Background: an optimization exercise with open tools, aiming at small area, a short achievable clock period and few clock cycles. Do not read the settings as production practice. At most, simulation tests tie the RTL to the original design; equivalence was not proved. No functional check of the RTL was part of runs 2 to 6. Power is estimated from default activity; no workload was simulated.

File: flow/design.v
package kcpsmx3_inc;
localparam OPERAND_WIDTH    = 8;                     
localparam CODE_WIDTH       = 18;
localparam CODE_DEPTH       = 10;                    
localparam CODE_SIZE        = (1 << CODE_DEPTH);     
localparam PORT_WIDTH       = OPERAND_WIDTH;         
localparam PORT_DEPTH       = OPERAND_WIDTH;         
localparam PORT_SIZE        = (1 << PORT_DEPTH);     
localparam STACK_WIDTH      = CODE_DEPTH;            
localparam STACK_DEPTH      = 5;                     
localparam STACK_SIZE       = (1 << STACK_DEPTH);    
localparam REGISTER_WIDTH   = OPERAND_WIDTH;         
localparam REGISTER_DEPTH   = 4;                     
localparam REGISTER_SIZE    = (1 << REGISTER_DEPTH); 
localparam SCRATCH_WIDTH    = OPERAND_WIDTH;         
localparam SCRATCH_DEPTH    = 6;                     
localparam SCRATCH_SIZE     = (1 << SCRATCH_DEPTH);  
localparam OPERATION_WIDTH  = 5;
localparam RESET_VECTOR     = 0;                     
localparam INTERRUPT_VECTOR = (CODE_SIZE - 1);        
typedef enum logic [1:0] {
    Z           = 2'b00,  
    NZ          = 2'b01,  
    C           = 2'b10,  
    NC          = 2'b11   
} cond_flag_t;
typedef enum logic [1:0] {
    SA          = 2'b00,  
    RL_SRX      = 2'b01,  
    RR_SLX      = 2'b10,  
    SC          = 2'b11  
} shift_op_t;
typedef enum logic [4:0] {
    LOAD        = 5'h00,
    INPUT       = 5'h02,
    FETCH       = 5'h03,
    AND         = 5'h05,
    OR          = 5'h06,
    XOR         = 5'h07,
    TEST        = 5'h09,
    COMPARE     = 5'h0a,
    ADD         = 5'h0c,
    ADDCY       = 5'h0d,
    SUB         = 5'h0e,
    SUBCY       = 5'h0f,
    RS          = 5'h10,
    RETURN      = 5'h15,
    OUTPUT      = 5'h16,
    STORE       = 5'h17,
    CALL        = 5'h18,
    JUMP        = 5'h1a,
    RETURNI     = 5'h1c,
    INTERRUPT   = 5'h1e
} opcode_t;
typedef struct packed {
    logic [11:8] x_addr;                 
    logic [7:4] y_addr;                  
    logic [3:0] padding;                 
} reg_reg_instr_t;
typedef struct packed {
    logic [11:8] x_addr;                 
    logic [7:0] constant;                
} reg_const_instr_t;
typedef struct packed {
    logic [11:8] x_addr;                 
    logic [7:6] padding;                 
    logic [5:0] scratch_addr;            
} scratch_instr_t;
typedef struct packed {
    logic [11:8] x_addr;                 
    logic [7:0] port_addr;               
} port_instr_t;
typedef struct packed {
    logic [11:8] x_addr;                 
    logic [7:4] padding;                 
    logic [3:3] dir;                     
    shift_op_t  op;                      
    logic [0:0] constant;                
} shift_instr_t;
typedef struct packed {
    cond_flag_t flags;                   
    logic [9:0] code_addr;               
} jump_instr_t;
typedef struct packed {
    logic [11:1] padding;
    logic [0:0] en;
} int_instr_t;
typedef struct packed {
    opcode_t    operation;           
    logic       op_cond_sel;         
    union packed {                   
        reg_reg_instr_t reg_reg;
        reg_const_instr_t reg_const;
        scratch_instr_t scratch;
        port_instr_t port;
        shift_instr_t shift;
        jump_instr_t jump;
        int_instr_t interrupt;
    } instr_type;
} instr_t;
endpackage
import kcpsmx3_inc::*;
module kcpsmx(
    output logic [PORT_DEPTH-1:0]   port_id,         
    output logic                    write_strobe,    
    output logic [PORT_WIDTH-1:0]   out_port,        
    output logic                    read_strobe,     
    input        [PORT_WIDTH-1:0]   in_port,         
    input                           interrupt,       
    output logic                    interrupt_ack,   
    input                           reset,           
    input                           clk,             
    output logic [CODE_DEPTH-1:0]   address,         
    input        [CODE_WIDTH-1:0]   instruction      
);
assign interrupt_ack = 1'b0;
logic [9:0]  pc;
logic [17:0] ir;
logic        stall;              
logic        byx, byy;           
logic [15:0] selx, sely;         
logic [15:0][7:0] rf;            
logic [63:0][7:0] spr;           
logic [31:0][9:0] stk;           
logic [4:0]  sp;                 
logic [9:0]  tos;                
logic        carry, zero;
logic [7:0]  e_a, e_bx;          
logic [7:0]  e_sd;               
logic [7:0]  e_whi, e_wlo;       
logic [7:0]  e_rhi;              
logic        e_fa, e_fb;         
logic [3:0]  e_dst;
logic        e_regwrite, e_flagwrite;
logic        e_input, e_output, e_reti, e_push;
logic        e_sub;
logic [1:0]  e_cin;              
logic        e_sel_add, e_sel_and, e_sel_or, e_sel_xor, e_sel_sh, e_sel_b, e_sel_scr;
logic        e_test;
logic        e_sdir;
logic [1:0]  e_sop;
logic        e_sconst;
logic [9:0]  e_pushdata;
logic [3:0]  e_phi;              
logic [7:0]  e_plo;
logic [7:0]  res;
logic [3:0]  w_dst;
logic        w_regwrite, w_input, w_flagwrite;
function automatic logic [4:0] uses(input logic [17:0] i);
    logic [4:0] o;
    logic alu, mem;
    o   = i[17:13];
    alu = (o == AND) | (o == OR) | (o == XOR) | (o == TEST) | (o == COMPARE) |
          (o == ADD) | (o == ADDCY) | (o == SUB) | (o == SUBCY);
    mem = (o == INPUT) | (o == OUTPUT) | (o == FETCH) | (o == STORE);
    uses = {alu | (o == RS) | (o == OUTPUT) | (o == STORE),
            i[12] & (alu | mem | (o == LOAD)),
            i[12] & mem,
            (o == STORE),
            1'b0};
endfunction
assign address = pc;
wire [4:0] op = ir[17:13];
wire d_load    = (op == LOAD);
wire d_input   = (op == INPUT);
wire d_fetch   = (op == FETCH);
wire d_and     = (op == AND);
wire d_or      = (op == OR);
wire d_xor     = (op == XOR);
wire d_test    = (op == TEST);
wire d_cmp     = (op == COMPARE);
wire d_add     = (op == ADD);
wire d_addcy   = (op == ADDCY);
wire d_sub     = (op == SUB);
wire d_subcy   = (op == SUBCY);
wire d_rs      = (op == RS);
wire d_ret     = (op == RETURN);
wire d_output  = (op == OUTPUT);
wire d_store   = (op == STORE);
wire d_call    = (op == CALL);
wire d_jump    = (op == JUMP);
wire d_reti    = (op == RETURNI);
wire d_arith     = d_add | d_addcy | d_sub | d_subcy | d_cmp;
wire d_regwrite  = d_load | d_input | d_fetch | d_and | d_or | d_xor |
                   d_add | d_addcy | d_sub | d_subcy | d_rs;
wire d_flagwrite = d_and | d_or | d_xor | d_test | d_arith | d_rs;
wire cond_ok = ~ir[12] | (ir[11] ? (carry ^ ir[10]) : (zero ^ ir[10]));
wire d_jmp  = (d_jump | d_call) & cond_ok;
wire d_retk = (d_ret & cond_ok) | d_reti;
wire d_push = d_call & cond_ok;
wire [9:0] pc_inc = pc + 10'd1;
wire [4:0] sp_inc = sp + 5'd1;
wire [7:0] wb_data = w_input ? in_port : res;
wire [3:0] xa = ir[11:8];
wire [3:0] ya = ir[7:4];
logic [7:0] xr, yr;
always_comb begin
    xr = 8'd0;
    yr = 8'd0;
    for (int k = 0; k < 16; k++) begin
        xr = xr | (rf[k] & {8{selx[k]}});
        yr = yr | (rf[k] & {8{sely[k]}});
    end
end
wire [7:0] xv = byx ? wb_data : xr;
wire [7:0] yv = byy ? wb_data : yr;
wire [5:0] d_saddr = ir[12] ? yv[5:0] : ir[5:0];
wire [17:0] nxt = stall ? ir : instruction;
wire [4:0]  nxt_use = uses(instruction);
wire stall_nxt = ~stall & (
    (d_input & ((nxt_use[4] & (instruction[11:8] == xa)) |
                (nxt_use[3] & (instruction[7:4]  == xa)))) |
    (d_regwrite & ((nxt_use[2] & (instruction[7:4]  == xa)) |
                   (nxt_use[1] & (instruction[11:8] == xa)))));
always_ff @(posedge clk) begin
    if (reset) begin
        pc    <= 10'd0;
        ir    <= 18'h02000;      
        sp    <= 5'd31;
        stall <= 1'b0;
        byx   <= 1'b0;
        byy   <= 1'b0;
        selx  <= 16'd0;
        sely  <= 16'd0;
    end else begin
        stall <= stall_nxt;
        byx   <= e_regwrite & (e_dst == nxt[11:8]);
        byy   <= e_regwrite & (e_dst == nxt[7:4]);
        if (!stall) begin
            ir <= instruction;
            for (int k = 0; k < 16; k++) begin
                selx[k] <= (instruction[11:8] == k);
                sely[k] <= (instruction[7:4] == k);
            end
            if (d_jmp)       pc <= ir[9:0];
            else if (d_retk) pc <= tos;
            else             pc <= pc_inc;
            if (d_push)      sp <= sp_inc;
            else if (d_retk) sp <= sp - 5'd1;
        end
    end
end
always_ff @(posedge clk) begin
    e_a   <= xv;
    e_bx  <= (ir[12] ? yv : ir[7:0]) ^ {8{d_sub | d_subcy | d_cmp}};
    if (d_store) e_sd <= xv;
    for (int k = 0; k < 8; k++) begin
        e_wlo[k] <= (d_saddr[2:0] == k);
        e_rhi[k] <= (d_saddr[5:3] == k);
    end
    e_dst <= xa;
    e_fa  <= e_regwrite & (e_dst == xa);
    e_fb  <= ir[12] & e_regwrite & (e_dst == ya);
    e_sub <= d_sub | d_subcy | d_cmp;
    e_cin <= d_addcy ? 2'd2 : d_subcy ? 2'd3 : (d_sub | d_cmp) ? 2'd1 : 2'd0;
    e_sel_add <= d_arith;
    e_sel_and <= d_and | d_test;
    e_sel_or  <= d_or;
    e_sel_xor <= d_xor;
    e_sel_sh  <= d_rs;
    e_sel_b   <= d_load;
    e_sel_scr <= d_fetch;
    e_test    <= d_test;
    e_sdir    <= ir[3];
    e_sop     <= ir[2:1];
    e_sconst  <= ir[0];
    e_pushdata <= pc_inc;        
    for (int k = 0; k < 8; k++) e_plo[k] <= (sp_inc[2:0] == k);
    if (reset || stall) begin
        e_regwrite  <= 1'b0;
        e_flagwrite <= 1'b0;
        e_input     <= 1'b0;
        e_output    <= 1'b0;
        e_reti      <= 1'b0;
        e_push      <= 1'b0;
        e_phi       <= 4'd0;
        e_whi       <= 8'd0;
    end else begin
        e_regwrite  <= d_regwrite;
        e_flagwrite <= d_flagwrite;
        e_input     <= d_input;
        e_output    <= d_output;
        e_reti      <= d_reti;
        e_push      <= d_push;
        for (int k = 0; k < 4; k++) e_phi[k] <= d_push & (sp_inc[4:3] == k);
        for (int k = 0; k < 8; k++) e_whi[k] <= d_store & (d_saddr[5:3] == k);
    end
end
wire [7:0] a  = e_fa ? res : e_a;
wire [7:0] bx = e_fb ? (res ^ {8{e_sub}}) : e_bx;
wire [7:0] b  = bx;              
wire       cin = e_cin[1] ? (carry ^ e_cin[0]) : e_cin[0];
wire [9:0] sum2 = {1'b0, a, 1'b1} + {1'b0, bx, cin};
wire [8:0] sum  = sum2[9:1];
wire sbit = (e_sop == 2'b10) ? a[0] :
            (e_sop == 2'b01) ? a[7] :
            (e_sop == 2'b00) ? carry : e_sconst;
wire [7:0] shres = e_sdir ? {sbit, a[7:1]} : {a[6:0], sbit};
wire       shout = e_sdir ? a[0] : a[7];
wire [7:0] andv = a & b;
wire [7:0] orv  = a | b;
wire [7:0] xorv = a ^ b;
logic [7:0] scr;
always_comb begin
    logic [7:0] grp;
    scr = 8'd0;
    for (int g = 0; g < 8; g++) begin
        grp = 8'd0;
        for (int j = 0; j < 8; j++) grp = grp | (spr[8 * g + j] & {8{e_wlo[j]}});
        scr = scr | (grp & {8{e_rhi[g]}});
    end
end
wire [7:0] result = ({8{e_sel_add}} & sum[7:0]) |
                    ({8{e_sel_and}} & andv)     |
                    ({8{e_sel_or }} & orv)      |
                    ({8{e_sel_xor}} & xorv)     |
                    ({8{e_sel_sh }} & shres)    |
                    ({8{e_sel_b  }} & b)        |
                    ({8{e_sel_scr}} & scr);
wire c_new = (e_sel_add & (sum[8] ^ e_sub)) |
             (e_test    & (^andv))           |
             (e_sel_sh  & shout);
wire [7:0] zk    = {orv[6:0], cin};
wire       z_add = &(xorv ~^ zk);
wire z_new = (e_sel_add & z_add)       |
             (e_sel_and & ~|andv)      |
             (e_sel_or  & ~|orv)       |
             (e_sel_xor & ~|xorv)      |
             (e_sel_sh  & ~|shres);
always_ff @(posedge clk) begin
    for (int k = 0; k < 64; k++)
        if (e_whi[k / 8] && e_wlo[k % 8]) spr[k] <= e_sd;
    for (int k = 0; k < 32; k++)
        if (e_phi[k / 8] && e_plo[k % 8]) stk[k] <= e_pushdata;
    tos <= e_push ? e_pushdata : stk[sp];
end
always_ff @(posedge clk) begin
    res      <= result;
    w_dst    <= e_dst;
    port_id  <= e_bx;
    out_port <= a;
    if (reset) begin
        carry        <= 1'b0;
        zero         <= 1'b0;
        w_regwrite   <= 1'b0;
        w_input      <= 1'b0;
        w_flagwrite  <= 1'b0;
        read_strobe  <= 1'b0;
        write_strobe <= 1'b0;
    end else begin
        if (e_flagwrite) begin
            carry <= c_new;
            zero  <= z_new;
        end else if (e_reti && !w_flagwrite) begin
            carry <= 1'b0;
            zero  <= 1'b0;
        end
        w_regwrite   <= e_regwrite;
        w_input      <= e_input;
        w_flagwrite  <= e_flagwrite;
        read_strobe  <= e_input;
        write_strobe <= e_output;
    end
end
always_ff @(posedge clk) begin
    for (int k = 0; k < 16; k++)
        if (w_regwrite && w_dst == k) rf[k] <= wb_data;
end
endmodule
File: flow/flow/run.sh
#!/bin/bash
# Standard layout, with the port buffers made from buf_4 cells instead of the
# default choice (a delay cell).
export BUFFER_PORTS_ARGS="-buffer_cell sky130_fd_sc_hd__buf_4"
bash standard.sh > standard.log 2>&1
File: flow/standard.sh
#!/bin/bash
# synth_recipe.tcl (not shown) runs the flow's synth.tcl, then flattens the netlist and writes it again
# the make line also repeats each setting of config.mk as NAME=value (left out here)
make -C /OpenROAD-flow-scripts/flow DESIGN_CONFIG=/design/flow/config.mk WORK_HOME=/design/flow/orfs CLKGATE_MAP_FILE= SYNTH_SCRIPT=/design/flow/synth_recipe.tcl "${@:-finish}"
File: flow/config.mk
export PLATFORM = sky130hd
export DESIGN_NAME = kcpsmx
export DESIGN_NICKNAME = kcpsmx
export VERILOG_FILES = /design/flow/design.v
export SDC_FILE = /design/flow/constraint.sdc
export NUM_CORES = 4
export LEC_CHECK = 0
export ABC_CLOCK_PERIOD_IN_PS = 2200
export CAP_MARGIN = 20
export CORE_MARGIN = 2
export CORE_UTILIZATION = 75
export CTS_BUF_LIST = sky130_fd_sc_hd__clkbuf_8
export SETUP_SLACK_MARGIN = 3.5
export SLEW_MARGIN = 20
export TNS_END_PERCENT = 30
File: flow/constraint.sdc
create_clock -name core_clock -period 6.0 [get_ports {clk}]
set_input_delay 1.2000 -clock core_clock [delete_from_list [all_inputs] [get_ports {clk}]]
set_output_delay 1.2000 -clock core_clock [all_outputs]
set_load 0.01 [all_outputs]
==> impl_metrics.csv, run 1 <==
group,metric,value,unit
critical_path,worstPathArrival,1.43,ns
global_routing,antenna_found_initial,5,
clock_tree,htree_num_levels,4,
floorplan,rows,89,
global_routing,use_met1,51.4,%
drt,drt_iter0_markers,3823,
critical_path,r2r_cells,9,
drt,route.detailed.drc,0,
global_routing,grtUsageMet2,59.5,%
clock_tree,cts_tree,"built",
drt,dr.pass1.iters,8,
critical_path,path_cells,"buf_4",
pwr,p_total,16.1,mW
synthesis,synth.ff_latch_count,1169,
floorplan,dieArea,0.0621,mm2
synthesis,synth_edf_count,968,
placement,post-dp-hpwl,69200,um
drt,dr_total_vias,28251,
synthesis,synth-adder-area-share,0.837,%
critical_path,cpLargestDelayFamily,"flip-flops",
critical_path,worstPathMaxFanout,5,
finish,final_cell_mix,"edfxtp_1, a22oi_1, clkbuf_8",
timing,period_minus_slack,2.63,ns
timing,tightestPinTransition,1.23,ns
synthesis,syn_inst,2845,
finish,drive_gt1_share,17.1,%
finish,nNetsFinal,3009,
synthesis,synth_cell_type_count,71,
finish,nFillCells,2623,
synthesis,ys_warn_count,1,
synthesis,avgSynthCellArea,15.9,um2
synthesis,synth-xor-area-share,1.42,%
global_routing,grtUsageMet3,8.27,%
critical_path,max_stage_delay,0.44,ns
clock_tree,clock_latency,0.84,ns
floorplan,die_height,249,um
floorplan,initial_core_util,76.2,%
synthesis,synth_top_family_by_area,"compound AO/OA/AOI/OAI gates",
clock_tree,clk_pin_slew_worst_paths,0.06,ns
finish,seqCellArea,0.0332,mm2
critical_path,critPathRequiredTime,4.80,ns
global_routing,grt_first_pass_wirelength,173000,um
timing,rsz0062_at_grt,"true",
synthesis,synth_mux_area_share,5.32,%
synthesis,synth_area,0.0451,mm2
critical_path,crit_buf_inv,1,
pwr,peakVddDrop,0.272,mV
finish,area_growth,10.9,%
drt,drt-wirelength-per-cell,30.7,um
finish,final_core_util,84.5,%
synthesis,synth.area.top_cells,"edfxtp_1, dfxtp_1, a22oi_1",
critical_path,startpoint_type,"flop",
clock_tree,cts_sinks,1169,
clock_tree,cts_buffer_depth,3,
placement,routabilityCongestion,0.938,
min_path,min-delay-start,"e_bx[3]",
synthesis,yosysTopAreaCell,"edfxtp_1",
floorplan,fp.dieW,249,um
min_path,hp-class,"flop to flop",
clock_tree,cts_made_buffers,171,
run_status,status,"finished clean",
synthesis,synthFlopType,"edfxtp_1",
timing,hold_viol,0,
drt,drt-total-wl,119000,um
timing,setup_violations,0,
synthesis,netlist.area_leader.share,64.4,%
critical_path,critical-path-slowest-cell,"dfxtp_1",
global_routing,grt_usage,38.0,%
drt,drtAntennaViolNets,0,
floorplan,core_area,0.0592,mm2
critical_path,regToRegSetupSlack,3.45,ns
finish,multi_input_area,0.0113,mm2
min_path,min_path_cells,0,
timing,slew_viol_final,0,
synthesis,synthesis.nets,2903,
min_path,hold_end,"port_id[3]",
timing,min_period_over_period,43.8,%
synthesis,synth-compound-area-share,10.7,%
timing,worst_clock_skew,0.0379,ns
synthesis,synth-seq-area-share,73.3,%
drt,vias_per_cell,7.29,
critical_path,r2r_end,"carry",
global_routing,grt-busiest-layer,"met2",
clock_tree,root_buffer,"clkbuf_8",
critical_path,end_kind,"primary output",
global_routing,grt_pass1_vias,27430,
global_routing,grt-ovfl-total,0,
global_routing,grt_max_degree,79,
pwr,p_per_area,321,mW/mm2
placement,portBuffers,55,
critical_path,r2r-start,"res[2]",
placement,dpl.cell_count,3514,
timing,max-slew-margin-rel,17.6,%
critical_path,crit_cells,1,
critical_path,crit_start,"pc[4]",
synthesis,async_reset_ff_share,0,%
critical_path,critPathKind,"flop to primary output",
timing,fin_tns_setup,0,ns
flow_run,max_cap_violations,0,
floorplan,top_level_ports,58,
finish,final_common_cell,"edfxtp_1",
pwr,leakagePower,16.8,nW
synthesis,synth-simple-area-share,6.26,%
finish,fin_cells,3873,
timing,fmax,381,MHz
[cells by family after synthesis]
kind of cell    after synthesis
flops                      1169
compound gates              669
simple gates                528
buf+inv                     243
mux                         133
xor+xnor                     73
fa+ha+maj                    29
other cells                   1
[cell type report]
class	count	share of cell area, %
Timing Repair Buffer	124	2.16
Clock inverter	137	1.66
Antenna cell	2	0.0100
Multi-Input combinational cell	1433	22.5
Sequential cell	1169	66.3
Inverter	52	0.390
Clock buffer	183	5.03
Tap cell	773	1.93
[where the power goes]
| group | internal (mW) | leakage [nW] | switching, mW | total [mW] |
|---|---|---|---|---|
| registers | 8.82 | 10.4 | 0.180 | 9.00 |
| clock network | 3.16 | 2.01 | 3.06 | 6.22 |
| logic | 0.328 | 4.31 | 0.517 | 0.845 |
[cells in the mapped netlist, types with 9 or more instances]
cell type and count:
ha_1 27, inv_1 51, o21ai_0 36, buf_2 16, xor2_1 36, xnor2_1 37
nor2_1 86, nor3_1 30, a22oi_1 409, nand3_1 31, a22o_1 25, edfxtp_1 968
a21oi_1 81, a221oi_1 22, dfxtp_1 201, mux4_2 85, nand4_1 85, a222oi_1 10
clkbuf_1 155, and2_1 105, and4_1 9, buf_1 12, nand2b_1 10, nor2b_1 16
nand2_1 109, mux2i_1 44, o22ai_1 33
[flip-flops by register name, summed over array words and instances (netlist names), 5 cells and up]
signal / flops
tos: 10
rf: 128
e_a: 8
e_bx: 8
e_plo: 8
spr: 512
res: 8
sp: 5
e_wlo: 8
sely: 16
e_rhi: 8
port_id: 8
out_port: 8
pc: 10
e_pushdata: 10
selx: 16
stk: 320
e_sd: 8
ir: 18
e_whi: 8
[repair_timing]
action,in CTS,in global routing
hold buffers,0,0
setup endpoints to repair,53,54
setup buffers,9,27
pin swaps,4,7
gates resized for setup,33,58
[stage by stage]
step                hold WS, ns  worst slack, ns  instance area [um2]
floorplan                 0.329             3.50                45200
global placement          0.352             2.58                46100
detailed placement        0.342             2.61                46100
CTS                       0.357             3.27                49700
global route              0.370             3.35                50100
finish                    0.357             3.37                50100
[per-layer routing]
| layer | share of wire (%) | up-vias |
|---|---|---|
| li1 | - | 11594 |
| met1 | 35 | 13907 |
| met2 | 48 | 2293 |
| met3 | 12 | 447 |
| met4 | 5.4 | 10 |
| met5 | 0.062 | - |
[how the worst max path moves through the flow]
stage / to / slack [ns]
after floorplan: carry / 3.50
after global placement: carry / 2.58
after detailed placement: carry / 2.61
after CTS: address[1] / 3.27
after global routing: carry / 3.35
final: address[4] / 3.37
Testbench counts, summed over its fixed seeds: cycles 296,784.
==> run 2, diff against run 1 <==
--- a/flow/design.v
+++ b/flow/design.v
@@ -131,4 +131,6 @@
 logic [7:0]  e_rhi;              
 logic        e_fa, e_fb;         
+logic        e_far, e_faf;       
+logic        e_fetch;
 logic [3:0]  e_dst;
 logic        e_regwrite, e_flagwrite;
@@ -136,5 +138,5 @@
 logic        e_sub;
 logic [1:0]  e_cin;              
-logic        e_sel_add, e_sel_and, e_sel_or, e_sel_xor, e_sel_sh, e_sel_b, e_sel_scr;
+logic        e_sel_add, e_sel_and, e_sel_or, e_sel_xor, e_sel_sh, e_sel_b;
 logic        e_test;
 logic        e_sdir;
@@ -146,5 +148,6 @@
 logic [7:0]  res;
 logic [3:0]  w_dst;
-logic        w_regwrite, w_input, w_flagwrite;
+logic        w_regwrite, w_input, w_flagwrite, w_fetch;
+logic [7:0]  fres;               
 function automatic logic [4:0] uses(input logic [17:0] i);
     logic [4:0] o;
@@ -191,5 +194,5 @@
 wire [9:0] pc_inc = pc + 10'd1;
 wire [4:0] sp_inc = sp + 5'd1;
-wire [7:0] wb_data = w_input ? in_port : res;
+wire [7:0] wb_data = w_input ? in_port : (w_fetch ? fres : res);
 wire [3:0] xa = ir[11:8];
 wire [3:0] ya = ir[7:4];
@@ -212,5 +215,6 @@
                 (nxt_use[3] & (instruction[7:4]  == xa)))) |
     (d_regwrite & ((nxt_use[2] & (instruction[7:4]  == xa)) |
-                   (nxt_use[1] & (instruction[11:8] == xa)))));
+                   (nxt_use[1] & (instruction[11:8] == xa)))) |
+    (d_fetch & nxt_use[3] & (instruction[7:4] == xa)));
 always_ff @(posedge clk) begin
     if (reset) begin
@@ -251,4 +255,6 @@
     e_dst <= xa;
     e_fa  <= e_regwrite & (e_dst == xa);
+    e_far <= e_regwrite & ~e_fetch & (e_dst == xa);
+    e_faf <= e_regwrite &  e_fetch & (e_dst == xa);
     e_fb  <= ir[12] & e_regwrite & (e_dst == ya);
     e_sub <= d_sub | d_subcy | d_cmp;
@@ -260,5 +266,5 @@
     e_sel_sh  <= d_rs;
     e_sel_b   <= d_load;
-    e_sel_scr <= d_fetch;
+    e_fetch   <= d_fetch;
     e_test    <= d_test;
     e_sdir    <= ir[3];
@@ -287,5 +293,5 @@
     end
 end
-wire [7:0] a  = e_fa ? res : e_a;
+wire [7:0] a  = ({8{e_far}} & res) | ({8{e_faf}} & fres) | ({8{~e_fa}} & e_a);
 wire [7:0] bx = e_fb ? (res ^ {8{e_sub}}) : e_bx;
 wire [7:0] b  = bx;              
@@ -316,6 +322,5 @@
                     ({8{e_sel_xor}} & xorv)     |
                     ({8{e_sel_sh }} & shres)    |
-                    ({8{e_sel_b  }} & b)        |
-                    ({8{e_sel_scr}} & scr);
+                    ({8{e_sel_b  }} & b);
 wire c_new = (e_sel_add & (sum[8] ^ e_sub)) |
              (e_test    & (^andv))           |
@@ -337,4 +342,5 @@
 always_ff @(posedge clk) begin
     res      <= result;
+    fres     <= scr;
     w_dst    <= e_dst;
     port_id  <= e_bx;
@@ -345,4 +351,5 @@
         w_regwrite   <= 1'b0;
         w_input      <= 1'b0;
+        w_fetch      <= 1'b0;
         w_flagwrite  <= 1'b0;
         read_strobe  <= 1'b0;
@@ -358,4 +365,5 @@
         w_regwrite   <= e_regwrite;
         w_input      <= e_input;
+        w_fetch      <= e_fetch;
         w_flagwrite  <= e_flagwrite;
         read_strobe  <= e_input;
==> flow/run.sh (new file) <==
#!/bin/bash
# synth_recipe.tcl (not shown) runs the flow's synth.tcl, then flattens the netlist and writes it again
# the make line also repeats each setting of config.mk as NAME=value (left out here)
make -C /OpenROAD-flow-scripts/flow DESIGN_CONFIG=/design/flow/config.mk WORK_HOME=/design/flow/orfs CLKGATE_MAP_FILE= SYNTH_SCRIPT=/design/flow/synth_recipe.tcl finish
removed: flow/flow/run.sh
removed: flow/standard.sh
==> run 2 against run 1 <==
Sequential share of layout area is 0.46 points lower. Non-clock buffer count is 1 lower. Die area is 1.1% higher. First-iteration DRC count is 8.0% higher.
==> impl_metrics.csv, run 2 <==
group,metric,value,unit
timing,tightestPinTransition,1.18,ns
pwr,p_seq_share,55.7,%
timing,period_minus_slack,2.57,ns
critical_path,critPathRequiredTime,4.80,ns
finish,largest_reg_flops,512,
placement,portBuffers,55,
critical_path,max_stage_delay,0.30,ns
drt,drt_iter0_markers,4129,
floorplan,die_height,251,um
drt,drt-wirelength-per-cell,29.8,um
clock_tree,root_buffer,"clkbuf_8",
floorplan,fp.dieW,251,um
critical_path,cpLargestDelayFamily,"flip-flops",
timing,fmax,389,MHz
drt,vias_per_cell,7.15,
critical_path,end_kind,"primary output",
synthesis,synth-compound-area-share,9.77,%
critical_path,regToRegSetupSlack,3.45,ns
finish,drive_gt1_share,18.0,%
floorplan,rows,90,
finish,area_growth,11.3,%
timing,min_period_over_period,42.9,%
synthesis,synth-seq-area-share,73.0,%
critical_path,crit_buf_inv,1,
clock_tree,cts_sinks,1180,
placement,post-dp-hpwl,67100,um
timing,hold_viol,0,
synthesis,yosysTopAreaCell,"edfxtp_1",
drt,route.detailed.drc,0,
drt,dr_total_vias,27462,
critical_path,startpoint_type,"flop",
critical_path,worstPathArrival,1.37,ns
pwr,p_per_area,321,mW/mm2
synthesis,synthFlopType,"edfxtp_1",
pwr,peakVddDrop,0.277,mV
pwr,power.switching,3.73,mW
global_routing,grt_first_pass_wirelength,168000,um
clock_tree,htree_num_levels,4,
min_path,hp-class,"flop to flop",
global_routing,grt_pass1_vias,26899,
finish,multi_input_area,0.0117,mm2
critical_path,crit_end,"port_id[2]",
global_routing,grt_max_degree,73,
timing,fin_tns_setup,0,ns
synthesis,synthTopCellsByCount,"edfxtp_1, a22oi_1, dfxtp_1, clkbuf_1, nand2_1",
synthesis,synth_cell_type_count,72,
critical_path,crit_start,"port_id[2]",
finish,nNetsFinal,2973,
synthesis,netlist.area_leader.share,63.7,%
synthesis,avgSynthCellArea,16.3,um2
clock_tree,cts_buffer_depth,3,
drt,drtAntennaViolNets,0,
synthesis,synth_edf_count,968,
finish,final_cell_mix,"edfxtp_1, a22oi_1, clkbuf_8",
clock_tree,clock_latency,0.82,ns
clock_tree,cts.hold.buffers_added,0,
synthesis,ys_warn_count,1,
drt,dr.pass1.iters,7,
pwr,p_comb_share,5.5,%
critical_path,critPathKind,"flop to primary output",
critical_path,crit_cells,1,
global_routing,antenna_found_initial,2,
pwr,power.internal,12.6,mW
run_status,status,"finished clean",
clock_tree,cts_made_buffers,173,
finish,top_register,"spr",
clock_tree,cts_tree,"built",
pwr,p_total,16.3,mW
placement,routabilityCongestion,0.995,
synthesis,synthesis.nets,2862,
critical_path,critical-path-slowest-cell,"dfxtp_1",
pwr,swShare,22.9,%
drt,drt-total-wl,115000,um
timing,worst_clock_skew,0.0249,ns
critical_path,worstPathMaxFanout,1,
floorplan,top_level_ports,58,
timing,slew_viol_final,0,
global_routing,grt_usage,36.7,%
global_routing,grt-ovfl-total,0,
pwr,leakagePower,17.0,nW
timing,setup_violations,0,
synthesis,async_reset_ff_share,0,%
critical_path,path_cells,"dlygate4sd2_1",
floorplan,initial_core_util,75.7,%
floorplan,dieArea,0.0628,mm2
synthesis,synth-simple-area-share,6.32,%
synthesis,syn_inst,2804,
synthesis,synth_mux_area_share,6.47,%
clock_tree,clk_pin_slew_worst_paths,0.06,ns
synthesis,synth_most_common_cell,"edfxtp_1",
synthesis,synth-adder-area-share,0.829,%
synthesis,synth.area.top_cells,"edfxtp_1, dfxtp_1, mux4_2",
critical_path,r2r-start,"sely[9]",
synthesis,synth.ff_latch_count,1180,
finish,seqCellArea,0.0334,mm2
timing,max-slew-margin-rel,21.2,%
critical_path,r2r_end,"e_whi[3]",
flow_run,max_cap_violations,0,
synthesis,synth_area,0.0456,mm2
floorplan,core_area,0.0602,mm2
critical_path,r2r_cells,6,
pwr,p_clk_share,38.8,%
finish,nFillCells,2734,
finish,top_regs,"spr (512), stk (320), rf (128)",
synthesis,synth-xor-area-share,1.48,%
timing,rsz0062_at_grt,"true",
synthesis,synth_top_family_by_area,"compound AO/OA/AOI/OAI gates",
finish,final_common_cell,"edfxtp_1",
[run 2: how the worst min path moves through the flow]
stage	startpoint	slack, ns	endpoint	cells past startpoint
after detailed placement	e_bx[7]	0.35	port_id[7]	0
final	e_bx[7]	0.37	port_id[7]	0
after global routing	e_bx[7]	0.38	port_id[7]	0
after floorplan	ir[10]	0.33	e_dst[2]	0
after global placement	e_bx[7]	0.35	port_id[7]	0
after CTS	e_bx[7]	0.37	port_id[7]	0
[run 2: final cells by class]
cell class                 instances  share of cell area [%]
antenna                            2                 0.00986
clock buffer                     190                    5.15
clock inverter                   129                    1.62
inverter                          42                   0.311
multi-input combinational       1395                    23.0
sequential                      1180                    65.8
tap                              782                    1.93
timing repair buffer             123                    2.16
[run 2: timing repair]
item | 4_1_cts | 5_1_grt
cloned | 0 | 0
pin swaps | 8 | 17
endpoints found under the setup margin | 74 | 68
resized for setup | 143 | 61
setup buffers | 31 | 8
endpoints found under the hold margin | 0 | 0
[run 2: power by group through the flow]
stage               registers (mW)  logic [mW]  clock network [mW]
floorplan                     9.14       0.546                   0
CTS                           9.07       0.844                6.35
global placement              9.24       0.781                   0
global route                  9.08       0.948                6.69
detailed placement            9.25       0.797                   0
finish                        9.08       0.898                6.33
[run 2: layer usage]
| layer | vias up | wire, um | share of wire [%] | GRT usage [%] |
|---|---|---|---|---|
| li1 | 11486 | - | - | - |
| met1 | 13508 | 42800 | 37 | 54.2 |
| met2 | 2174 | 52800 | 46 | 54.7 |
| met3 | 294 | 15100 | 13 | 9.21 |
| met4 | 0 | 3890 | 3.4 | 12.9 |
| met5 | - | 0 | 0 | 0 |
[run 2: logic make-up after synthesis]
| logic type | after synthesis |
|---|---|
| compound gates | 600 |
| xor+xnor | 76 |
| fa+ha+maj | 29 |
| buf+inv | 229 |
| flops | 1180 |
| mux | 167 |
| other cells | 1 |
| simple gates | 522 |
[run 2: stage by stage]
stage          hold slack [ns]  instance area, um2  util [%]  setup slack [ns]  std cells
6_report                 0.372               50700      84.2              3.43       3843
5_1_grt                  0.377               50700      84.2              3.37       3842
4_1_cts                  0.372               50500      83.8              3.36       3833
3_5_place_dp             0.349               46600      77.3              2.37       3483
3_3_place_gp             0.346               46600      77.3              2.62       3482
2_1_floorplan            0.326               45600         -              3.44       2804
==> run 3, diff against run 2 <==
--- a/flow/design.v
+++ b/flow/design.v
@@ -124,13 +124,12 @@
 logic [31:0][9:0] stk;           
 logic [4:0]  sp;                 
-logic [9:0]  tos;                
+logic [3:0]  sp_hi;              
+logic [7:0]  sp_lo;
 logic        carry, zero;
 logic [7:0]  e_a, e_bx;          
 logic [7:0]  e_sd;               
-logic [7:0]  e_whi, e_wlo;       
-logic [7:0]  e_rhi;              
+logic [7:0]  e_shi, e_slo;       
+logic        e_store;
 logic        e_fa, e_fb;         
-logic        e_far, e_faf;       
-logic        e_fetch;
 logic [3:0]  e_dst;
 logic        e_regwrite, e_flagwrite;
@@ -138,5 +137,5 @@
 logic        e_sub;
 logic [1:0]  e_cin;              
-logic        e_sel_add, e_sel_and, e_sel_or, e_sel_xor, e_sel_sh, e_sel_b;
+logic        e_sel_add, e_sel_and, e_sel_or, e_sel_xor, e_sel_sh, e_sel_b, e_sel_scr;
 logic        e_test;
 logic        e_sdir;
@@ -148,6 +147,5 @@
 logic [7:0]  res;
 logic [3:0]  w_dst;
-logic        w_regwrite, w_input, w_flagwrite, w_fetch;
-logic [7:0]  fres;               
+logic        w_regwrite, w_input, w_flagwrite;
 function automatic logic [4:0] uses(input logic [17:0] i);
     logic [4:0] o;
@@ -194,5 +192,16 @@
 wire [9:0] pc_inc = pc + 10'd1;
 wire [4:0] sp_inc = sp + 5'd1;
-wire [7:0] wb_data = w_input ? in_port : (w_fetch ? fres : res);
+wire [4:0] sp_nxt = stall ? sp : d_push ? sp_inc : d_retk ? sp - 5'd1 : sp;
+logic [9:0] tos;
+always_comb begin
+    logic [9:0] grp;
+    tos = 10'd0;
+    for (int g = 0; g < 4; g++) begin
+        grp = 10'd0;
+        for (int j = 0; j < 8; j++) grp = grp | (stk[8 * g + j] & {10{sp_lo[j]}});
+        tos = tos | (grp & {10{sp_hi[g]}});
+    end
+end
+wire [7:0] wb_data = w_input ? in_port : res;
 wire [3:0] xa = ir[11:8];
 wire [3:0] ya = ir[7:4];
@@ -215,6 +224,5 @@
                 (nxt_use[3] & (instruction[7:4]  == xa)))) |
     (d_regwrite & ((nxt_use[2] & (instruction[7:4]  == xa)) |
-                   (nxt_use[1] & (instruction[11:8] == xa)))) |
-    (d_fetch & nxt_use[3] & (instruction[7:4] == xa)));
+                   (nxt_use[1] & (instruction[11:8] == xa)))));
 always_ff @(posedge clk) begin
     if (reset) begin
@@ -222,4 +230,6 @@
         ir    <= 18'h02000;      
         sp    <= 5'd31;
+        sp_hi <= 4'b1000;
+        sp_lo <= 8'b1000_0000;
         stall <= 1'b0;
         byx   <= 1'b0;
@@ -229,4 +239,7 @@
     end else begin
         stall <= stall_nxt;
+        sp    <= sp_nxt;
+        for (int k = 0; k < 4; k++) sp_hi[k] <= (sp_nxt[4:3] == k);
+        for (int k = 0; k < 8; k++) sp_lo[k] <= (sp_nxt[2:0] == k);
         byx   <= e_regwrite & (e_dst == nxt[11:8]);
         byy   <= e_regwrite & (e_dst == nxt[7:4]);
@@ -240,6 +253,4 @@
             else if (d_retk) pc <= tos;
             else             pc <= pc_inc;
-            if (d_push)      sp <= sp_inc;
-            else if (d_retk) sp <= sp - 5'd1;
         end
     end
@@ -250,11 +261,9 @@
     if (d_store) e_sd <= xv;
     for (int k = 0; k < 8; k++) begin
-        e_wlo[k] <= (d_saddr[2:0] == k);
-        e_rhi[k] <= (d_saddr[5:3] == k);
+        e_slo[k] <= (d_saddr[2:0] == k);
+        e_shi[k] <= (d_saddr[5:3] == k);
     end
     e_dst <= xa;
     e_fa  <= e_regwrite & (e_dst == xa);
-    e_far <= e_regwrite & ~e_fetch & (e_dst == xa);
-    e_faf <= e_regwrite &  e_fetch & (e_dst == xa);
     e_fb  <= ir[12] & e_regwrite & (e_dst == ya);
     e_sub <= d_sub | d_subcy | d_cmp;
@@ -266,5 +275,5 @@
     e_sel_sh  <= d_rs;
     e_sel_b   <= d_load;
-    e_fetch   <= d_fetch;
+    e_sel_scr <= d_fetch;
     e_test    <= d_test;
     e_sdir    <= ir[3];
@@ -281,5 +290,5 @@
         e_push      <= 1'b0;
         e_phi       <= 4'd0;
-        e_whi       <= 8'd0;
+        e_store     <= 1'b0;
     end else begin
         e_regwrite  <= d_regwrite;
@@ -290,8 +299,8 @@
         e_push      <= d_push;
         for (int k = 0; k < 4; k++) e_phi[k] <= d_push & (sp_inc[4:3] == k);
-        for (int k = 0; k < 8; k++) e_whi[k] <= d_store & (d_saddr[5:3] == k);
+        e_store     <= d_store;
     end
 end
-wire [7:0] a  = ({8{e_far}} & res) | ({8{e_faf}} & fres) | ({8{~e_fa}} & e_a);
+wire [7:0] a  = e_fa ? res : e_a;
 wire [7:0] bx = e_fb ? (res ^ {8{e_sub}}) : e_bx;
 wire [7:0] b  = bx;              
@@ -313,6 +322,6 @@
     for (int g = 0; g < 8; g++) begin
         grp = 8'd0;
-        for (int j = 0; j < 8; j++) grp = grp | (spr[8 * g + j] & {8{e_wlo[j]}});
-        scr = scr | (grp & {8{e_rhi[g]}});
+        for (int j = 0; j < 8; j++) grp = grp | (spr[8 * g + j] & {8{e_slo[j]}});
+        scr = scr | (grp & {8{e_shi[g]}});
     end
 end
@@ -322,5 +331,6 @@
                     ({8{e_sel_xor}} & xorv)     |
                     ({8{e_sel_sh }} & shres)    |
-                    ({8{e_sel_b  }} & b);
+                    ({8{e_sel_b  }} & b)        |
+                    ({8{e_sel_scr}} & scr);
 wire c_new = (e_sel_add & (sum[8] ^ e_sub)) |
              (e_test    & (^andv))           |
@@ -335,12 +345,10 @@
 always_ff @(posedge clk) begin
     for (int k = 0; k < 64; k++)
-        if (e_whi[k / 8] && e_wlo[k % 8]) spr[k] <= e_sd;
+        if (e_store && e_shi[k / 8] && e_slo[k % 8]) spr[k] <= e_sd;
     for (int k = 0; k < 32; k++)
         if (e_phi[k / 8] && e_plo[k % 8]) stk[k] <= e_pushdata;
-    tos <= e_push ? e_pushdata : stk[sp];
 end
 always_ff @(posedge clk) begin
     res      <= result;
-    fres     <= scr;
     w_dst    <= e_dst;
     port_id  <= e_bx;
@@ -351,5 +359,4 @@
         w_regwrite   <= 1'b0;
         w_input      <= 1'b0;
-        w_fetch      <= 1'b0;
         w_flagwrite  <= 1'b0;
         read_strobe  <= 1'b0;
@@ -365,5 +372,4 @@
         w_regwrite   <= e_regwrite;
         w_input      <= e_input;
-        w_fetch      <= e_fetch;
         w_flagwrite  <= e_flagwrite;
         read_strobe  <= e_input;
==> run 3 against run 2 <==
Die area fell by 2.3%. Core utilization rose by 0.44 points. Critical path type unchanged. Wire length rose by 4.1%. Cell area fell by 1.7%. Sequential power fell by 1%. Highest routed layer unchanged. Via count rose by 5.7%. Largest cell class unchanged. Global-route usage rose by 1.2 points.
==> impl_metrics.csv, run 3 <==
group,metric,value,unit
drt,drtAntennaViolNets,0,
drt,drt-wirelength-per-cell,30.2,um
min_path,hp-class,"flop to flop",
drt,route.detailed.drc,0,
flow_run,max_cap_violations,0,
timing,slew_viol_final,0,
global_routing,grt-busiest-layer,"met2",
finish,fin_cells,3951,
global_routing,use_met1,52.5,%
synthesis,avgSynthCellArea,15.2,um2
timing,tightestPinTransition,1.24,ns
timing,fin_tns_setup,0,ns
synthesis,synth_top_family_by_area,"compound AO/OA/AOI/OAI gates",
timing,setup_violations,0,
synthesis,ys_warn_count,1,
synthesis,synth_most_common_cell,"edfxtp_1",
synthesis,synth-simple-area-share,6.87,%
synthesis,synthFlopType,"edfxtp_1",
drt,dr.pass1.iters,6,
global_routing,antenna_found_initial,1,
synthesis,synth-compound-area-share,13.1,%
timing,max-slew-margin-rel,16.7,%
global_routing,grtUsageMet2,57.9,%
run_status,status,"finished clean",
global_routing,grt_first_pass_wirelength,168000,um
finish,final_cell_mix,"edfxtp_1, a22oi_1, clkbuf_8",
synthesis,synth.ff_latch_count,1163,
finish,top_regs,"spr (512), stk (320), rf (128)",
finish,drive_gt1_share,14.6,%
drt,drt_iter0_markers,4486,
timing,finalWorstSetupSlack,3.45,ns
timing,rsz0062_at_grt,"true",
timing,worst_clock_skew,0.0467,ns
timing,period_minus_slack,2.55,ns
placement,dpl.cell_count,3582,
floorplan,fp.dieW,248,um
finish,nNetsFinal,3107,
synthesis,synth_mux_area_share,1.36,%
clock_tree,clock_latency,0.81,ns
pwr,leakagePower,16.7,nW
pwr,p_total,15.7,mW
global_routing,grt_pass1_vias,27335,
placement,post-dp-hpwl,67500,um
critical_path,worstPathMaxFanout,1,
clock_tree,root_buffer,"clkbuf_8",
finish,top_register,"spr",
clock_tree,cts_buffer_depth,3,
finish,final_core_util,84.7,%
synthesis,yosysTopAreaCell,"edfxtp_1",
global_routing,grt_max_degree,89,
pwr,peakVddDrop,0.310,mV
floorplan,rows,89,
critical_path,critPathKind,"flop to primary output",
synthesis,synth_cell_type_count,74,
finish,final_common_cell,"edfxtp_1",
synthesis,synth.area.top_cells,"edfxtp_1, a22oi_1, dfxtp_1",
critical_path,crit_buf_inv,1,
synthesis,synth-seq-area-share,74.0,%
clock_tree,cts_sinks,1163,
clock_tree,cts_tree,"built",
critical_path,end_kind,"primary output",
synthesis,async_reset_ff_share,0,%
floorplan,dieArea,0.0613,mm2
global_routing,grt_usage,37.9,%
floorplan,core_area,0.0589,mm2
placement,placed_cell_area,0.0456,mm2
placement,routabilityCongestion,0.989,
synthesis,synthesis.nets,2987,
synthesis,netlist.area_leader.share,65.3,%
synthesis,synth-adder-area-share,0.848,%
critical_path,cpLargestDelayFamily,"flip-flops",
timing,whs,0.348,ns
drt,drt-total-wl,119000,um
clock_tree,cts_made_buffers,169,
critical_path,critPathRequiredTime,4.80,ns
clock_tree,cts.hold.buffers_added,0,
synthesis,synthTopCellsByCount,"edfxtp_1, a22oi_1, dfxtp_1, clkbuf_1, nand4_1",
timing,min_period_over_period,42.5,%
drt,vias_per_cell,7.35,
floorplan,initial_core_util,75.6,%
finish,area_growth,12.0,%
drt,dr_total_vias,29034,
synthesis,syn_inst,2929,
synthesis,synth_edf_count,968,
global_routing,grtUsageMet3,9.87,%
timing,fmax,392,MHz
finish,largest_reg_flops,512,
timing,hold_viol,0,
critical_path,critical-path-slowest-cell,"dfxtp_1",
critical_path,worstPathArrival,1.35,ns
pwr,p_per_area,315,mW/mm2
placement,preCtsSetupSlack,2.96,ns
critical_path,path_cells,"clkdlybuf4s15_1",
floorplan,die_height,248,um
clock_tree,clk_pin_slew_worst_paths,0.07,ns
clock_tree,htree_num_levels,4,
critical_path,startpoint_type,"flop",
global_routing,grt-ovfl-total,0,
critical_path,max_stage_delay,0.32,ns
synthesis,synth-xor-area-share,1.42,%
placement,portBuffers,55,
floorplan,top_level_ports,58,
finish,design_area,0.0499,mm2
synthesis,synth_area,0.0445,mm2
==> run 3: cell types whose count changed after synthesis, sizes merged, moves of 30 or more <==
cell / change
a22oi: +258
mux4: -95
and2: -66
and3: +66
a22o: -39
nand4: +37
nand3: +36
o21ai: -35
a221oi: -34
clkbuf: +30
==> run 3: per-layer routing <==
metal,part of all wire [%],routed length (um)
met1,35,41800
met4,4.5,5370
met5,0,0
met2,47,55700
met3,14,16400
==> run 3: area by class of cell <==
type	count	area (um2)
Fill cell	2740	9040
Tap cell	773	967
Clock buffer	184	2530
Inverter	56	214
Multi-Input combinational cell	1498	10900
Timing Repair Buffer	160	1610
Antenna cell	1	2.50
Timing Repair inverter	1	5.00
Clock inverter	115	564
Sequential cell	1163	33100
==> run 3: timing repair <==
item                       in CTS  in global routing
gates resized for setup       175                106
pin swaps                       5                 19
setup endpoints to repair      69                 44
buffers inserted               19                 45
gates cloned                    1                  4
==> run 3: report_power, final <==
group | switching (mW) | leakage (nW) | internal [mW]
combinational | 0.566 | 4.35 | 0.381
sequential | 0.191 | 10.5 | 8.78
clock | 2.85 | 1.80 | 2.94
total | 3.61 | 16.7 | 12.1
==> run 3: cell families (layout without fill, tap and decap cells) <==
kind of cell / count (synthesis) / in the layout
flip-flops: 1163 / 1163
AO/OA/AOI/OAI: 782 / 782
AND/OR/NAND/NOR: 562 / 562
buffers and inverters: 268 / 516
XOR/XNOR: 72 / 72
multiplexers: 52 / 52
adder cells (fa/ha/maj): 29 / 29
other: 1 / 2
==> run 3: final timing paths <==
| check | start | to | slack (ns) | depth (start not counted) |
|---|---|---|---|---|
| max | port_id[0] | port_id[0] | 3.45 | 1 |
| max reg2reg | sp_lo[1] | pc[9] | 3.47 | 7 |
| min reg2reg | e_bx[4] | port_id[4] | 0.35 | 0 |
| min | e_bx[4] | port_id[4] | 0.35 | 0 |
==> run 4, diff against run 3 <==
--- a/flow/config.mk
+++ b/flow/config.mk
@@ -6,9 +6,8 @@
 export NUM_CORES = 4
 export LEC_CHECK = 0
-export ABC_CLOCK_PERIOD_IN_PS = 2200
 export CAP_MARGIN = 20
 export CORE_MARGIN = 2
 export CORE_UTILIZATION = 75
-export CTS_BUF_LIST = sky130_fd_sc_hd__clkbuf_8
+export CTS_BUF_LIST = sky130_fd_sc_hd__clkbuf_4
 export SETUP_SLACK_MARGIN = 3.5
 export SLEW_MARGIN = 20
==> run 4 against run 3 <==
Register-to-register slack worse by 0.07 ns. Worst hold slack worse by 0.0040 ns. Clock power grew 8.1%. Non-clock buffer count shrank 24. Highest routed layer is now met5. Cell area fell by 0.10%. Sequential share of layout area up 0.056 points. Maximum frequency decreased by 8.2%. Die area stayed put. Final cell count up 4.0%. Critical path type unchanged. Still clean. Area after synthesis did not move.
==> impl_metrics.csv, run 4 <==
group,metric,value,unit
run_status,status,"finished clean",
synthesis,synth_most_common_cell,"edfxtp_1",
floorplan,top_level_ports,58,
floorplan,die_height,248,um
drt,dr.pass1.iters,7,
pwr,p_clk_share,38.8,%
finish,largest_reg_flops,512,
finish,final_cell_mix,"edfxtp_1, a22oi_1, clkbuf_4",
synthesis,synth_cell_type_count,74,
critical_path,critPathRequiredTime,4.80,ns
clock_tree,cts_sinks,1163,
synthesis,synth.area.top_cells,"edfxtp_1, a22oi_1, dfxtp_1",
floorplan,dieArea,0.0613,mm2
placement,preCtsSetupSlack,2.96,ns
finish,seqCellArea,0.0331,mm2
pwr,leakagePower,16.8,nW
synthesis,synthesis.nets,2987,
clock_tree,cts_buffer_depth,4,
pwr,p_comb_share,5.6,%
timing,slew_viol_final,0,
placement,post-dp-hpwl,67500,um
synthesis,synth_edf_count,968,
timing,finalWorstSetupSlack,3.22,ns
timing,setup_violations,0,
clock_tree,htree_num_levels,5,
global_routing,grt_max_degree,89,
timing,min_period_over_period,46.3,%
synthesis,synth_area,0.0445,mm2
critical_path,cpLargestDelayFamily,"flip-flops",
pwr,swShare,23.3,%
placement,placed_cell_area,0.0456,mm2
floorplan,fp.dieW,248,um
finish,drive_gt1_share,19.8,%
placement,routabilityCongestion,0.989,
drt,drt-wirelength-per-cell,29.5,um
timing,hold_viol,0,
critical_path,critPathKind,"flop to primary output",
drt,drt-total-wl,121000,um
critical_path,path_cells,"buf_6",
global_routing,grt_first_pass_wirelength,172000,um
timing,tightestPinTransition,1.22,ns
finish,top_regs,"spr (512), stk (320), rf (128)",
finish,design_area,0.0498,mm2
finish,area_growth,11.9,%
synthesis,syn_inst,2929,
clock_tree,clock_latency,1.14,ns
pwr,power.switching,3.76,mW
global_routing,grt_usage,38.6,%
synthesis,yosysTopAreaCell,"edfxtp_1",
timing,worst_clock_skew,0.107,ns
finish,final_common_cell,"edfxtp_1",
timing,max-slew-margin-rel,18.1,%
critical_path,worstPathArrival,1.58,ns
finish,nFillCells,2782,
critical_path,end_kind,"primary output",
floorplan,initial_core_util,75.6,%
pwr,p_seq_share,55.6,%
pwr,power.internal,12.4,mW
finish,top_register,"spr",
critical_path,critical-path-slowest-cell,"dfxtp_4",
timing,rsz0062_at_grt,"true",
global_routing,grt-ovfl-total,0,
clock_tree,cts_tree,"built",
clock_tree,cts_made_buffers,291,
global_routing,antenna_found_initial,2,
pwr,p_per_area,324,mW/mm2
timing,fin_tns_setup,0,ns
min_path,hp-class,"flop to flop",
synthesis,netlist.area_leader.share,65.3,%
floorplan,rows,89,
timing,fmax,360,MHz
drt,drt_iter0_markers,4313,
global_routing,grt_pass1_vias,28545,
critical_path,crit_buf_inv,1,
clock_tree,root_buffer,"clkbuf_4",
synthesis,synth-seq-area-share,74.0,%
synthesis,synth.ff_latch_count,1163,
placement,portBuffers,55,
drt,route.detailed.drc,0,
synthesis,synthTopCellsByCount,"edfxtp_1, a22oi_1, dfxtp_1, clkbuf_1, nand4_1",
pwr,peakVddDrop,0.256,mV
drt,dr_total_vias,29702,
flow_run,max_cap_violations,0,
finish,multi_input_area,0.0107,mm2
drt,vias_per_cell,7.23,
drt,drtAntennaViolNets,0,
clock_tree,cts.hold.buffers_added,0,
synthesis,ys_warn_count,1,
critical_path,startpoint_type,"flop",
timing,period_minus_slack,2.78,ns
clock_tree,clk_pin_slew_worst_paths,0.07,ns
synthesis,synthFlopType,"edfxtp_1",
synthesis,avgSynthCellArea,15.2,um2
synthesis,async_reset_ff_share,0,%
floorplan,core_area,0.0589,mm2
critical_path,worstPathMaxFanout,1,
finish,nNetsFinal,3205,
critical_path,max_stage_delay,0.37,ns
==> run 4: cell types whose count changed in the layout (fill, tap and decap cells not counted), sizes merged <==
cell	before	now
clkbuf	191	423
inv	119	61
buf	124	107
clkinv	43	54
clkinvlp	7	2
bufinv	3	1
clkdlybuf4s15	2	0
dlygate4sd2	1	0
==> run 4: power by group through the flow <==
stage	clock (mW)	combinational, mW	sequential, mW
2_1_floorplan	0	0.528	9.02
3_3_place_gp	0	0.742	9.13
3_5_place_dp	0	0.762	9.14
4_1_cts	6.27	0.778	8.96
5_1_grt	6.71	0.953	8.96
6_report	6.26	0.903	8.96
==> run 4: logic make-up (layout without fill, tap and decap cells) <==
logic type / after synthesis / after routing / synth area share, %
flip-flops: 1163 / 1163 / 74.0
AO/OA/AOI/OAI: 782 / 782 / 13.1
AND/OR/NAND/NOR: 562 / 562 / 6.87
buffers and inverters: 268 / 674 / 2.34
XOR/XNOR: 72 / 72 / 1.42
multiplexers: 52 / 52 / 1.36
adder cells (fa/ha/maj): 29 / 29 / 0.848
other: 1 / 2 / 0.00842
==> run 4: what timing repair did <==
action | CTS | global route
setup endpoints to repair | 74 | 79
setup buffers | 11 | 31
gates resized for setup | 178 | 90
pin swaps | 0 | 13
cloned | 0 | 3
==> run 4: area by class of cell <==
type                       instances  share of cell area [%]
antenna                            1                 0.00502
multi-input combinational       1498                    21.6
clock buffer                     420                    6.33
tap                              773                    1.94
timing repair buffer             136                    2.75
sequential                      1163                    66.4
inverter                          56                   0.429
clock inverter                    61                   0.522
timing repair inverter             1                  0.0100
==> run 4: worst paths after layout <==
path               start     endpoint  slack, ns  cells past startpoint
max          out_port[4]  out_port[4]       3.22                      1
min              e_bx[5]   port_id[5]       0.34                      0
max reg2reg       res[3]        carry       3.40                      9
min reg2reg      e_bx[5]   port_id[5]       0.34                      0
==> run 4: worst register-to-register path, cell delays in order, from the launching register on <==
cell	delay, ns
dfxtp_2	0.43
xnor2_1	0.15
a21oi_4	0.23
inv_1	0.07
ha_2	0.39
nand3_1	0.14
o32ai_4	0.40
o41ai_2	0.11
or3_1	0.31
a311oi_1	0.21
==> run 4: stage by stage <==
step | power [mW] | util [%] | instances | hold slack [ns]
floorplan | 9.55 | - | 2929 | 0.329
global placement | 9.87 | 77.3 | 3580 | 0.345
detailed placement | 9.90 | 77.3 | 3582 | 0.345
CTS | 16.0 | 83.4 | 4074 | 0.344
global route | 16.6 | 84.6 | 4109 | 0.353
finish | 16.1 | 84.6 | 4109 | 0.344
==> run 4: routing by layer <==
layer	up-vias	wire, um	part of all wire, %	GRT usage [%]
li1	12367	-	-	-
met1	14315	41600	34	52.5
met2	2539	56700	47	59.6
met3	479	17100	14	10.4
met4	2	5760	4.8	17.5
met5	-	13	0.011	0
==> run 5, diff against run 4 <==
--- a/flow/config.mk
+++ b/flow/config.mk
@@ -8,6 +8,6 @@
 export CAP_MARGIN = 20
 export CORE_MARGIN = 2
-export CORE_UTILIZATION = 75
-export CTS_BUF_LIST = sky130_fd_sc_hd__clkbuf_4
+export CORE_UTILIZATION = 85
+export CTS_BUF_LIST = sky130_fd_sc_hd__clkbuf_8
 export SETUP_SLACK_MARGIN = 3.5
 export SLEW_MARGIN = 20
==> run 5 against run 4 <==
The flow now stops in global routing (5_1_grt). Synthesized cell count did not move. Area after synthesis unchanged.
==> impl_metrics.csv, run 5 <==
group,metric,value,unit
run_status,status,"stopped before the end",
run_status,stop_stage,"global routing (5_1_grt)",
run_status,error,"[ERROR GRT-0232] Routing congestion too high. Check the congestion heatmap in the GUI.",
clock_tree,cts_buffer_depth,3,
synthesis,syn_inst,2929,
synthesis,synth.area.top_cells,"edfxtp_1, a22oi_1, dfxtp_1",
synthesis,synth_most_common_cell,"edfxtp_1",
clock_tree,root_buffer,"clkbuf_8",
floorplan,top_level_ports,58,
synthesis,synth-seq-area-share,74.0,%
floorplan,initial_core_util,86.5,%
synthesis,yosysTopAreaCell,"edfxtp_1",
synthesis,ys_warn_count,1,
floorplan,fp.dieW,233,um
synthesis,synthesis.nets,2987,
synthesis,netlist.area_leader.share,65.3,%
synthesis,synth.ff_latch_count,1163,
global_routing,grt_usage,98.6,%
placement,placed_cell_area,0.0454,mm2
synthesis,async_reset_ff_share,0,%
synthesis,synth_edf_count,968,
placement,post-dp-hpwl,76000,um
synthesis,synth_cell_type_count,74,
floorplan,die_height,233,um
synthesis,synthFlopType,"edfxtp_1",
clock_tree,cts_sinks,1163,
global_routing,grt_max_degree,74,
clock_tree,cts_made_buffers,166,
floorplan,rows,83,
placement,routabilityCongestion,0.967,
global_routing,grt-ovfl-total,2260,
clock_tree,htree_num_levels,4,
placement,portBuffers,55,
synthesis,avgSynthCellArea,15.2,um2
synthesis,synthTopCellsByCount,"edfxtp_1, a22oi_1, dfxtp_1, clkbuf_1, nand4_1",
synthesis,synth_area,0.0445,mm2
[run 5: power groups by stage]
| stage | Sequential [mW] | Combinational (mW) | Clock [mW] |
|---|---|---|---|
| 2_1_floorplan | 9.02 | 0.528 | 0 |
| 3_3_place_gp | 9.12 | 0.743 | 0 |
| 3_5_place_dp | 9.14 | 0.785 | 0 |
| 4_1_cts | 8.97 | 0.935 | 6.08 |
[run 5: repair_timing]
| item | 4_1_cts |
|---|---|
| hold buffers | 0 |
| setup buffers | 38 |
| endpoints found under the setup margin | 78 |
| pin swaps | 32 |
| gates cloned | 0 |
| gates resized for setup | 273 |
[run 5: stage by stage]
step	utilization [%]	instances	hold slack, ns	setup WS (ns)
after CTS	95.8	3818	0.368	3.41
after detailed placement	88.1	3482	0.352	2.68
after global placement	88.1	3482	0.358	2.87
after floorplan	-	2929	0.329	3.48
[run 5: how the worst min path moves through the flow]
stage / from / endpoint
4_1_cts: e_bx[6] / port_id[6]
3_5_place_dp: e_bx[6] / port_id[6]
3_3_place_gp: e_bx[6] / port_id[6]
2_1_floorplan: ir[8] / e_dst[0]
[run 5: cells by family after synthesis]
logic type	count (synthesis)	share of synthesized area (%)
buf+inv	268	2.34
mux	52	1.36
other cells	1	0.00842
fa+ha+maj	29	0.848
simple gates	562	6.87
xor+xnor	72	1.42
compound gates	782	13.1
flops	1163	74.0
[run 5: per-layer routing]
| metal | global-route usage, % | overflow |
|---|---|---|
| met5 | 79.2 | 28 |
| met4 | 104 | 669 |
| met3 | 90.8 | 172 |
| met2 | 109 | 1254 |
| met1 | 93.3 | 137 |
==> run 6, diff against run 5 <==
--- a/flow/config.mk
+++ b/flow/config.mk
@@ -8,5 +8,5 @@
 export CAP_MARGIN = 20
 export CORE_MARGIN = 2
-export CORE_UTILIZATION = 85
+export CORE_UTILIZATION = 80
 export CTS_BUF_LIST = sky130_fd_sc_hd__clkbuf_8
 export SETUP_SLACK_MARGIN = 3.5
==> run 6 against run 5 <==
Now clean on timing, DRC and antenna. Synthesized cell count unchanged. Area after synthesis did not move.
==> impl_metrics.csv, run 6 <==
group,metric,value,unit
run_status,status,"finished clean",
finish,top_regs,"spr (512), stk (320), rf (128)",
synthesis,synth_edf_count,968,
timing,setup_violations,0,
finish,final_cell_mix,"edfxtp_1, a22oi_1, clkbuf_8",
critical_path,worstPathMaxFanout,11,
synthesis,synth-seq-area-share,74.0,%
synthesis,synth_most_common_cell,"edfxtp_1",
timing,period_minus_slack,2.82,ns
critical_path,end_kind,"flop",
pwr,leakagePower,16.6,nW
finish,nNetsFinal,3092,
synthesis,synth-simple-area-share,6.87,%
placement,post-dp-hpwl,69200,um
synthesis,netlist.area_leader.share,65.3,%
timing,slew_viol_final,0,
timing,fmax,355,MHz
global_routing,grt_pass1_vias,29299,
drt,highest_layer,"met5",
drt,drt-total-wl,134000,um
timing,tightestPinTransition,1.24,ns
synthesis,synthesis.nets,2987,
critical_path,worstPathArrival,3.52,ns
critical_path,max_stage_delay,0.51,ns
clock_tree,root_buffer,"clkbuf_8",
placement,portBuffers,55,
drt,drtAntennaViolNets,0,
clock_tree,clock_latency,0.85,ns
critical_path,critical-path-slowest-cell,"a221o_1",
floorplan,fp.dieW,240,um
synthesis,async_reset_ff_share,0,%
floorplan,initial_core_util,80.8,%
synthesis,synth-adder-area-share,0.848,%
critical_path,path_cells,"buf_12, buf_4, clkbuf_16, a22oi_1, nand4_1, a22oi_1, nand4_1, a221o_1",
drt,dr_total_vias,31042,
global_routing,grt_max_degree,74,
critical_path,crit_buf_inv,3,
pwr,p_seq_share,56.2,%
placement,routabilityCongestion,0.962,
finish,design_area,0.0497,mm2
synthesis,yosysTopAreaCell,"edfxtp_1",
clock_tree,cts_buffer_depth,3,
critical_path,startpoint_type,"flop",
drt,drt-wirelength-per-cell,34.3,um
pwr,swShare,24.4,%
timing,min_period_over_period,47.0,%
pwr,power.internal,12.1,mW
finish,top_register,"spr",
finish,final_common_cell,"edfxtp_1",
floorplan,dieArea,0.0576,mm2
finish,drive_gt1_share,14.6,%
drt,wl_met2,61200,um
timing,rsz0062_at_grt,"true",
clock_tree,htree_num_levels,4,
synthesis,synth-compound-area-share,13.1,%
synthesis,synth.ff_latch_count,1163,
synthesis,syn_inst,2929,
critical_path,critPathKind,"flop to flop",
timing,finalWorstSetupSlack,3.18,ns
floorplan,top_level_ports,58,
critical_path,cpLargestDelayFamily,"compound AO/OA/AOI/OAI gates",
floorplan,rows,86,
timing,fin_tns_setup,0,ns
pwr,power.switching,3.89,mW
floorplan,core_area,0.0551,mm2
clock_tree,cts_made_buffers,167,
timing,worst_clock_skew,0.0490,ns
global_routing,grt_usage,44.5,%
finish,largest_reg_flops,512,
synthesis,synth_mux_area_share,1.36,%
pwr,p_clk_share,37.6,%
drt,dr.pass1.iters,7,
finish,nFillCells,1881,
min_path,hp-class,"flop to flop",
drt,vias_per_cell,7.93,
global_routing,grt_first_pass_wirelength,184000,um
flow_run,max_cap_violations,0,
pwr,peakVddDrop,0.290,mV
placement,placed_cell_area,0.0455,mm2
clock_tree,cts_sinks,1163,
drt,drt-met1-wl,40900,um
drt,met3WireLength,22200,um
pwr,p_per_area,321,mW/mm2
timing,hold_viol,0,
pwr,p_comb_share,6.2,%
synthesis,synthTopCellsByCount,"edfxtp_1, a22oi_1, dfxtp_1, clkbuf_1, nand4_1",
global_routing,grt-ovfl-total,0,
synthesis,synth_top_family_by_area,"compound AO/OA/AOI/OAI gates",
timing,max-slew-margin-rel,17.0,%
clock_tree,cts_tree,"built",
global_routing,antenna_found_initial,5,
synthesis,avgSynthCellArea,15.2,um2
synthesis,synth_area,0.0445,mm2
synthesis,synth.area.top_cells,"edfxtp_1, a22oi_1, dfxtp_1",
synthesis,synthFlopType,"edfxtp_1",
floorplan,die_height,240,um
drt,drt_iter0_markers,6159,
finish,area_growth,11.7,%
clock_tree,clk_pin_slew_worst_paths,0.07,ns
synthesis,synth-xor-area-share,1.42,%
synthesis,synth_cell_type_count,74,
clock_tree,cts.hold.buffers_added,0,
placement,preCtsSetupSlack,2.82,ns
drt,route.detailed.drc,0,
critical_path,critPathRequiredTime,6.71,ns
synthesis,ys_warn_count,1,
[run 6: repair_timing]
item,in CTS,in global routing
resized for setup,197,83
endpoints found under the hold margin,0,0
cloned,1,6
pin swaps,5,26
setup endpoints to repair,47,46
setup buffers,16,33
[run 6: power by group through the flow]
stage,Sequential [mW],Clock (mW),Combinational (mW)
after floorplan,9.02,0,0.528
after detailed placement,9.14,0,0.763
after CTS,8.97,5.86,0.814
final,8.97,6.00,0.995
after global routing,8.97,6.23,1.02
after global placement,9.13,0,0.742
[run 6: logic make-up after synthesis]
| group | after synthesis |
|---|---|
| XOR/XNOR | 72 |
| buffers and inverters | 268 |
| multiplexers | 52 |
| flip-flops | 1163 |
| adder cells (fa/ha/maj) | 29 |
| AND/OR/NAND/NOR | 562 |
| other | 1 |
| AO/OA/AOI/OAI | 782 |
[run 6: path summary, 6_finish.rpt]
| kind | from | slack (ns) | cells past startpoint | end |
|---|---|---|---|---|
| max | e_slo[6] | 3.18 | 8 | res[5] |
| min | e_bx[2] | 0.33 | 0 | port_id[2] |
| max reg2reg | e_slo[6] | 3.18 | 8 | res[5] |
| min reg2reg | e_bx[2] | 0.33 | 0 | port_id[2] |
[run 6: final cells by class]
cell class                      instances  area (um2)  share of cell area [%]
Timing Repair Buffer                  148        1500                    3.01
Antenna cell                            2        5.00                  0.0101
Clock inverter                        114         537                    1.08
Tap cell                              748         936                    1.88
Clock buffer                          186        2560                    5.15
Inverter                               56         210                   0.423
Sequential cell                      1163       33100                    66.5
Multi-Input combinational cell       1498       10900                    21.9
[run 6: per-layer routing]
metal  track usage (%)  vias to the layer above
met1              57.4                    14591
met5                 0                        -
met2              69.2                     3609
met4              24.8                        6
met3              12.6                      834
li1                  -                    12002
[run 6: per-stage QoR]
step	hold WS, ns	utilization [%]	std cells	power (mW)
finish	0.330	90.3	3915	16.0
CTS	0.325	88.9	3874	15.6
global placement	0.345	82.6	3557	9.88
floorplan	0.329	-	2929	9.55
detailed placement	0.345	82.6	3557	9.91
global route	0.328	90.3	3914	16.2

==> port drivers added, routing unchanged <==
The flow's constraints put no driver on any port. The routed layouts listed below were extracted and timed again, unchanged, in two steps.
Step 1 (the two cells are an assumption about what drives the block):
set clk [get_ports {clk}]
set_driving_cell -lib_cell sky130_fd_sc_hd__clkbuf_16 $clk
set_driving_cell -lib_cell sky130_fd_sc_hd__buf_2 [delete_from_list [all_inputs] $clk]
Step 2 times the ports against the registers' clock, not the clock port: input delays grow and output delays shrink by t, the midpoint of the rising clock arrivals with the driver on.
a / b / c = ideal ports / drivers / drivers and shift; a / b = the first two.
run	t, ns	setup WS [ns]	slew at the worst register clock pin (ns)
run 1	0.881	3.372 / 3.310 / 2.738	0.07 / 0.07
run 2	0.866	3.429 / 3.365 / 2.733	0.07 / 0.07
run 3	0.852	3.450 / 3.385 / 3.030	0.07 / 0.07
run 4	1.138	3.223 / 3.168 / 2.889	0.10 / 0.10
run 6	0.881	3.182 / 3.182 / 2.769	0.08 / 0.08
After both steps setup and hold are still met in every run listed. For run 2, which loses most, drivers alone change the setup slack by -0.064 ns; drivers and shift together by -0.696 ns.
